From an optimization exercise on the open Yosys and OpenROAD flow, aimed at small area, a short achievable clock period and few clock cycles; shortcuts taken in it are not production practice. Function was checked by simulation only, so behaviour that the tests miss may differ from the original. Power is estimated from default activity; no workload was simulated.

## Core
module Core (
    clk,
    rst,
    init_PC,
    imem_addr,
    imem_rdata,
    dmem_addr,
    dmem_we,
    dmem_wdata,
    dmem_rdata,
    halted
);
input clk;
input rst;
input [7:0] init_PC;
output [7:0] imem_addr;
input [11:0] imem_rdata;
output [7:0] dmem_addr;
output dmem_we;
output [7:0] dmem_wdata;
input [7:0] dmem_rdata;
output reg halted;
reg [7:0] sa;        
reg kill;            
reg [3:0] op;        
reg [7:0] imm;
reg stall;           
reg pend;            
reg z, n;
reg [3:0] cnt;       
reg [7:0] s0, s1;
reg [7:0] below;     
reg e_pushi;         
reg e_ld;            
reg e_pop;           
reg e_st;
reg e_alu;
reg e_sub;
reg e_jmp, e_jz, e_jn;   
wire e_push = e_pushi | e_ld;    
wire ex_taken = e_jmp | (e_jz & z) | (e_jn & n);
assign imem_addr = sa;
assign dmem_addr = imm;
assign dmem_we = e_st;
assign dmem_wdata = s0;
wire [3:0] rop = imem_rdata[11:8];
wire r_halt = rop[3];
wire r_jmp = (rop == 4'd3);
wire r_jz = (rop == 4'd4);
wire r_jn = (rop == 4'd5);
wire capture = ~kill & ~halted & ~stall & ~ex_taken;
wire early_res = e_pushi & (r_jmp | r_jz | r_jn);
wire early_taken = e_pushi & (r_jmp | (r_jz & z) | (r_jn & n));
wire [3:0] nop = stall ? op : rop;
wire nv = stall | (capture & ~r_halt);
wire njres = ~stall & early_res;    
wire n_stall = e_ld & ~r_halt & (rop[3:1] != 3'b000);
wire ngo = nv & ~n_stall;
wire n_full = e_push ? (cnt == 4'd7) : ((e_pop | e_alu) ? 1'b0 : cnt[3]);
wire [7:0] sa_inc = sa + 8'd1;
wire [7:0] alu_b = e_sub ? ~s1 : s1;
wire [7:0] alu_r = s0 + alu_b + {7'd0, e_sub};
wire [7:0] cz = {s0[6:0] | s1[6:0], 1'b0};
wire z_add = &((s0 ^ s1) ~^ cz);
wire z_sub = (s0 == s1);
  ...
export LEC_CHECK = 0
export ABC_CLOCK_PERIOD_IN_PS = 2500
export CAP_MARGIN = 20
export CORE_MARGIN = 2
export CORE_UTILIZATION = 40
export SETUP_SLACK_MARGIN = 1.5
export SLEW_MARGIN = 20
create_clock -name core_clock -period 4.0 [get_ports {clk}]
standard.sh (not shown) runs the stock make flow with config.mk's settings and CLKGATE_MAP_FILE= SYNTH_SCRIPT=/design/flow/synth_recipe.tcl, a recipe that flattens the netlist after the stock synthesis.
==> flow/flow/run.sh <==
#!/bin/bash
# The standard layout (the standard.sh), except that the port buffers
# are sky130_fd_sc_hd__buf_1 cells rather than the delay buffers that
# buffer_ports picks by default. make's full output goes to standard.log;
# ORFS keeps each step's own log under orfs/logs/.
set -euo pipefail
export BUFFER_PORTS_ARGS="-buffer_cell sky130_fd_sc_hd__buf_1"
bash standard.sh > standard.log 2>&1
The starting point went through all stages and came out clean.
Testbench counts at the start, summed over its fixed seeds: cycles 39,427.
Change:
==> flow/run.sh (new file) <==
#!/bin/bash
# synth_recipe.tcl (not shown) runs the flow's synth.tcl, then flattens the netlist and writes it again
# the make line also repeats each setting of config.mk as NAME=value (left out here)
make -C /OpenROAD-flow-scripts/flow DESIGN_CONFIG=/design/flow/config.mk WORK_HOME=/design/flow/orfs CLKGATE_MAP_FILE= SYNTH_SCRIPT=/design/flow/synth_recipe.tcl finish
Settings changed: CORE_UTILIZATION 40 to 65, CTS_BUF_LIST set to sky130_fd_sc_hd__clkbuf_4 sky130_fd_sc_hd__clkbuf_8.
removed: flow/flow/run.sh
removed: flow/standard.sh
Total power goes down by a little under a tenth.
Worst setup slack degrades by 0.14 ns.
Final area goes up by a few percent.
First-iteration DRC count goes down by a little under a tenth.
Combinational power goes up by a quarter to a third.
Wire length goes down by roughly a tenth.
Worst hold slack barely changes.
Global-route usage goes up by 9.5 points.
Utilization goes up by 31 points.
Cell count goes down by roughly a tenth.
Change:
==> flow/flow/run.sh (new file) <==
#!/bin/bash
# The standard layout (the standard.sh), except that the port buffers
# are sky130_fd_sc_hd__buf_1 cells rather than the delay buffers that
# buffer_ports picks by default. make's full output goes to standard.log;
# ORFS keeps each step's own log under orfs/logs/.
set -euo pipefail
export BUFFER_PORTS_ARGS="-buffer_cell sky130_fd_sc_hd__buf_1"
bash standard.sh > standard.log 2>&1
==> flow/standard.sh (new file) <==
#!/bin/bash
# synth_recipe.tcl (not shown) runs the flow's synth.tcl, then flattens the netlist and writes it again
# the make line also repeats each setting of config.mk as NAME=value (left out here)
make -C /OpenROAD-flow-scripts/flow DESIGN_CONFIG=/design/flow/config.mk WORK_HOME=/design/flow/orfs CLKGATE_MAP_FILE= SYNTH_SCRIPT=/design/flow/synth_recipe.tcl "${@:-finish}"
Settings changed: ABC_CLOCK_PERIOD_IN_PS 2500 to 1800, CORE_UTILIZATION 65 to 60, SETUP_SLACK_MARGIN 1.5 to 2.0.
removed: flow/run.sh
What happened: The changed run produced a clean layout; hold slack improved by 0.0058 ns; worst setup slack improved by 0.40 ns; cell area falls by 4.0%.
Change:
==> flow/run.sh (new file) <==
#!/bin/bash
# synth_recipe.tcl (not shown) runs the flow's synth.tcl, then flattens the netlist and writes it again
# the make line also repeats each setting of config.mk as NAME=value (left out here)
make -C /OpenROAD-flow-scripts/flow DESIGN_CONFIG=/design/flow/config.mk WORK_HOME=/design/flow/orfs CLKGATE_MAP_FILE= SYNTH_SCRIPT=/design/flow/synth_recipe.tcl finish
Settings changed: ABC_CLOCK_PERIOD_IN_PS 1800 to 2500, CORE_UTILIZATION 60 to 40, CTS_BUF_LIST sky130_fd_sc_hd__clkbuf_4 sky130_fd_sc_hd__clkbuf_8 to not set, SETUP_SLACK_MARGIN 2.0 to 1.5.
removed: flow/flow/run.sh
removed: flow/standard.sh
Fmax decreases by 15%.
Final area is higher by 6.8%.
Wire length rose by 0.51%.
Die area is higher by 48%.
Worst setup slack got worse by 0.35 ns.
Clock power came out higher by 33%.
Final cell count went up by 11%.
Worst hold slack degrades by 0.015 ns.
Non-clock buffer count increases by 2.
Synthesized area stays the same.

## re-timing with driven ports
In the flow no input, the clock included, has a driving cell. The finished layouts below were timed again as built, in two steps. Step 1, drivers: a clkbuf_16 drives clk and a buf_2 each remaining input, both assumed. Step 2 also shifts input and output timing later by t, the mid clock arrival at the registers, as if the neighbouring blocks saw the same clock. Slacks: ideal / step 1 / step 2; pairs: ideal / step 1.
| run | t (ns) | slack for setup (ns) | clock arrival spread, ns |
|---|---|---|---|
| the first run | 0.388 | 1.745 / 1.745 / 1.658 | 0.006 / 0.006 |
| the second run | 0.388 | 1.603 / 1.613 / 1.226 | 0.011 / 0.011 |
| the third run | 0.413 | 2.003 / 2.003 / 1.765 | 0.022 / 0.021 |
| the fourth run | 0.389 | 1.650 / 1.655 / 1.281 | 0.009 / 0.009 |
After both steps every run listed still meets setup and hold. For the second run, which loses most, drivers alone change the setup slack by +0.010 ns; drivers and shift together by -0.377 ns.
